Background: an optimization exercise with open tools, aiming at small area and a short achievable clock period. Do not read the settings as production practice. Where RTL was checked, it was by simulation tests only, not by an equivalence proof against the original. Power is estimated from default activity; no workload was simulated.

==> zinc <==
Design Scrambler, start of the top module:
module Scrambler(
  input         clock,
  input         reset,
  input  [63:0] io_in,
  output [63:0] io_out
);
  reg [63:0] p1;
  reg [63:0] p2;
  reg [63:0] p3;
  reg [63:0] p4;
  reg [63:0] p5;
  reg [63:0] p6;
  reg [63:0] q1;
  reg [63:0] q2;
  reg [63:0] q3;
  reg [63:0] q4;
  reg [63:0] q5;
  reg [63:0] q6;
  reg [63:0] q7;
  reg [63:0] q8;
  reg [63:0] q9;
  reg [63:0] q10;
  reg [63:0] q11;
  reg [63:0] q12;
  reg [63:0] q13;
  reg [63:0] q14;
  reg [63:0] q15;
  reg [63:0] q16;
  reg [63:0] q17;
  reg  [4:0] cnt;    
  reg        m6;     
  reg        m18;    
  wire m18_next = !reset && (m18 || cnt == 5'd17);
  add64_ks u_out (.a(io_in), .b(q17), .s(io_out));
  always @(posedge clock) begin
    p1  <= io_out;
    p2  <= p1;
    p3  <= p2;
    p4  <= p3;
    p5  <= p4;
    p6  <= p5;
    q1  <= p1 + (m6 ? p6 : 64'h0);
    q2 <= q1;
    q3 <= q2;
    q4 <= q3;
    q5 <= q4;
    q6 <= q5;
    q7 <= q6;
    q8 <= q7;
    q9 <= q8;
    q10 <= q9;
    q11 <= q10;
    q12 <= q11;
    q13 <= q12;
    q14 <= q13;
    q15 <= q14;
    q16 <= q15;
    q17 <= m18_next ? q16 : 64'h0;
  end
  always @(posedge clock) begin
    if (reset) begin
      cnt <= 5'd0;
    end else if (!m18) begin
      cnt <= cnt + 5'd1;
    end
    m6  <= !reset && (m6 || cnt == 5'd5);
    m18 <= m18_next;
  end
endmodule
==> module Scrambler, before the edit <==
module Scrambler(
  input         clock,
  input         reset,
  input  [63:0] io_in,
  output [63:0] io_out
);
  reg [63:0] p1;
  reg [63:0] p2;
  reg [63:0] p3;
  reg [63:0] p4;
  reg [63:0] p5;
  reg [63:0] p6;
  reg [63:0] q1;
  reg [63:0] q2;
  reg [63:0] q3;
  reg [63:0] q4;
  reg [63:0] q5;
  reg [63:0] q6;
  reg [63:0] q7;
  reg [63:0] q8;
  reg [63:0] q9;
  reg [63:0] q10;
  reg [63:0] q11;
  reg [63:0] q12;
  reg [63:0] q13;
  reg [63:0] q14;
  reg [63:0] q15;
  reg [63:0] q16;
  reg [63:0] q17;
  reg  [4:0] cnt;    
  reg        m6;     
  reg        m18;    
  wire m18_next = !reset && (m18 || cnt == 5'd17);
  add64_ks u_out (.a(io_in), .b(q17), .s(io_out));
  always @(posedge clock) begin
    p1  <= io_out;
    p2  <= p1;
    p3  <= p2;
    p4  <= p3;
    p5  <= p4;
    p6  <= p5;
    q1  <= p1 + (m6 ? p6 : 64'h0);
    q2 <= q1;
    q3 <= q2;
    q4 <= q3;
    q5 <= q4;
    q6 <= q5;
    q7 <= q6;
    q8 <= q7;
    q9 <= q8;
    q10 <= q9;
    q11 <= q10;
    q12 <= q11;
    q13 <= q12;
    q14 <= q13;
    q15 <= q14;
    q16 <= q15;
    q17 <= m18_next ? q16 : 64'h0;
  end
  always @(posedge clock) begin
    if (reset) begin
      cnt <= 5'd0;
    end else if (!m18) begin
      cnt <= cnt + 5'd1;
    end
    m6  <= !reset && (m6 || cnt == 5'd5);
    m18 <= m18_next;
  end
endmodule
Settings: LEC_CHECK=0, CAP_MARGIN=20, CORE_MARGIN=2, CORE_UTILIZATION=65, CTS_CLUSTER_DIAMETER=60, CTS_CLUSTER_SIZE=24, SETUP_SLACK_MARGIN=2.5, SLEW_MARGIN=20, SYNTH_HIERARCHICAL=1, SYNTH_MINIMUM_KEEP_SIZE=0, TNS_END_PERCENT=5; clock period 6.0 ns.
run.sh (not shown) runs the stock make flow with config.mk's settings and CLKGATE_MAP_FILE= SYNTH_SCRIPT=/design/flow/synth_recipe.tcl, a recipe that flattens the netlist after the stock synthesis.
==> inputs of nickel, as changes to zinc <==
--- a/flow/design.v
+++ b/flow/design.v
@@ -1675,9 +1675,10 @@
   reg [63:0] q16;
   reg [63:0] q17;
   reg  [4:0] cnt;    
+  reg        m1;     
   reg        m6;     
-  reg        m18;    
-  wire m18_next = !reset && (m18 || cnt == 5'd17);
+  reg        m17;    
+  wire m17_next = !reset && (m17 || cnt == 5'd16);
   add64_ks u_out (.a(io_in), .b(q17), .s(io_out));
   always @(posedge clock) begin
     p1  <= io_out;
@@ -1686,7 +1687,7 @@
     p4  <= p3;
     p5  <= p4;
     p6  <= p5;
-    q1  <= p1 + (m6 ? p6 : 64'h0);
+    q1  <= (m1 ? p1 : 64'h0) + (m6 ? p6 : 64'h0);
     q2 <= q1;
     q3 <= q2;
     q4 <= q3;
@@ -1702,15 +1703,16 @@
     q14 <= q13;
     q15 <= q14;
     q16 <= q15;
-    q17 <= m18_next ? q16 : 64'h0;
+    q17 <= m17_next ? q16 : 64'h0;
   end
   always @(posedge clock) begin
     if (reset) begin
       cnt <= 5'd0;
-    end else if (!m18) begin
+    end else if (!m17) begin
       cnt <= cnt + 5'd1;
     end
+    m1  <= !reset;
     m6  <= !reset && (m6 || cnt == 5'd5);
-    m18 <= m18_next;
+    m17 <= m17_next;
   end
 endmodule
Settings changed: TNS_END_PERCENT 5 to unset.
==> inputs of maple, as changes to zinc <==
--- a/flow/design.v
+++ b/flow/design.v
@@ -1675,9 +1675,10 @@
   reg [63:0] q16;
   reg [63:0] q17;
   reg  [4:0] cnt;    
+  reg        m1;     
   reg        m6;     
-  reg        m18;    
-  wire m18_next = !reset && (m18 || cnt == 5'd17);
+  reg        m17;    
+  wire m17_next = !reset && (m17 || cnt == 5'd16);
   add64_ks u_out (.a(io_in), .b(q17), .s(io_out));
   always @(posedge clock) begin
     p1  <= io_out;
@@ -1686,7 +1687,7 @@
     p4  <= p3;
     p5  <= p4;
     p6  <= p5;
-    q1  <= p1 + (m6 ? p6 : 64'h0);
+    q1  <= (m1 ? p1 : 64'h0) + (m6 ? p6 : 64'h0);
     q2 <= q1;
     q3 <= q2;
     q4 <= q3;
@@ -1702,15 +1703,16 @@
     q14 <= q13;
     q15 <= q14;
     q16 <= q15;
-    q17 <= m18_next ? q16 : 64'h0;
+    q17 <= m17_next ? q16 : 64'h0;
   end
   always @(posedge clock) begin
     if (reset) begin
       cnt <= 5'd0;
-    end else if (!m18) begin
+    end else if (!m17) begin
       cnt <= cnt + 5'd1;
     end
+    m1  <= !reset;
     m6  <= !reset && (m6 || cnt == 5'd5);
-    m18 <= m18_next;
+    m17 <= m17_next;
   end
 endmodule
Settings changed: CORE_UTILIZATION 65 to 55, CTS_CLUSTER_DIAMETER 60 to unset, CTS_CLUSTER_SIZE 24 to unset, TNS_END_PERCENT 5 to unset.
==> inputs of onyx, as changes to zinc <==
Settings changed: SETUP_SLACK_MARGIN 2.5 to 2.0, TNS_END_PERCENT 5 to unset.
==> summary of the runs <==
Of maple and onyx, maple has the higher clock power (gap 63%, measured against onyx). zinc completed with no timing, DRC or antenna violations. onyx completed with no timing, DRC or antenna violations. nickel completed with no timing, DRC or antenna violations. maple finished with timing, DRC and antenna clean. In nickel the via count is higher than in onyx, by about 0.9%. In synthesized area, maple and nickel do not differ. In zinc the power is smaller than in maple, by 17%. Combinational power: nickel is larger than maple (about 4.6%). The highest non-clock buffer count belongs to maple, the lowest to zinc. In critical path depth, maple and nickel do not differ.
For nickel and maple, only the layout was checked, not whether the RTL still works.

-- static timing again, ports no longer ideal --
The results above use ideal ports. As a check the final layouts listed here were re-extracted and re-timed, cells and wires unchanged. Step 1 assumes that a clkbuf_16 drives the clock port and a buf_2 every other input. Step 2 adds t to the input delays and takes it off the output delays; t is the mean of the earliest and latest rising clock arrival at the registers after step 1. Input paths then give back, and output paths get back, about the clock's delay inside the block. a / b / c = ideal / step 1 / step 2; a / b = the first two.
| run | shift t [ns] | setup slack, ns | hold slack, ns | slew at the worst register clock pin (ns) |
|---|---|---|---|---|
| zinc | 0.693 | 1.715 / 1.663 / 1.663 | 0.316 / 0.316 / 0.316 | 0.10 / 0.10 |
| nickel | 0.695 | 1.652 / 1.605 / 1.605 | 0.319 / 0.319 / 0.319 | 0.09 / 0.09 |
| maple | 0.782 | 1.712 / 1.655 / 1.655 | 0.298 / 0.298 / 0.298 | 0.07 / 0.07 |
| onyx | 0.690 | 1.624 / 1.543 / 1.543 | 0.322 / 0.322 / 0.322 | 0.10 / 0.10 |
After both steps setup and hold are still met in every run listed. For onyx, which loses most, drivers alone change the setup slack by -0.081 ns; drivers and shift together by -0.081 ns.
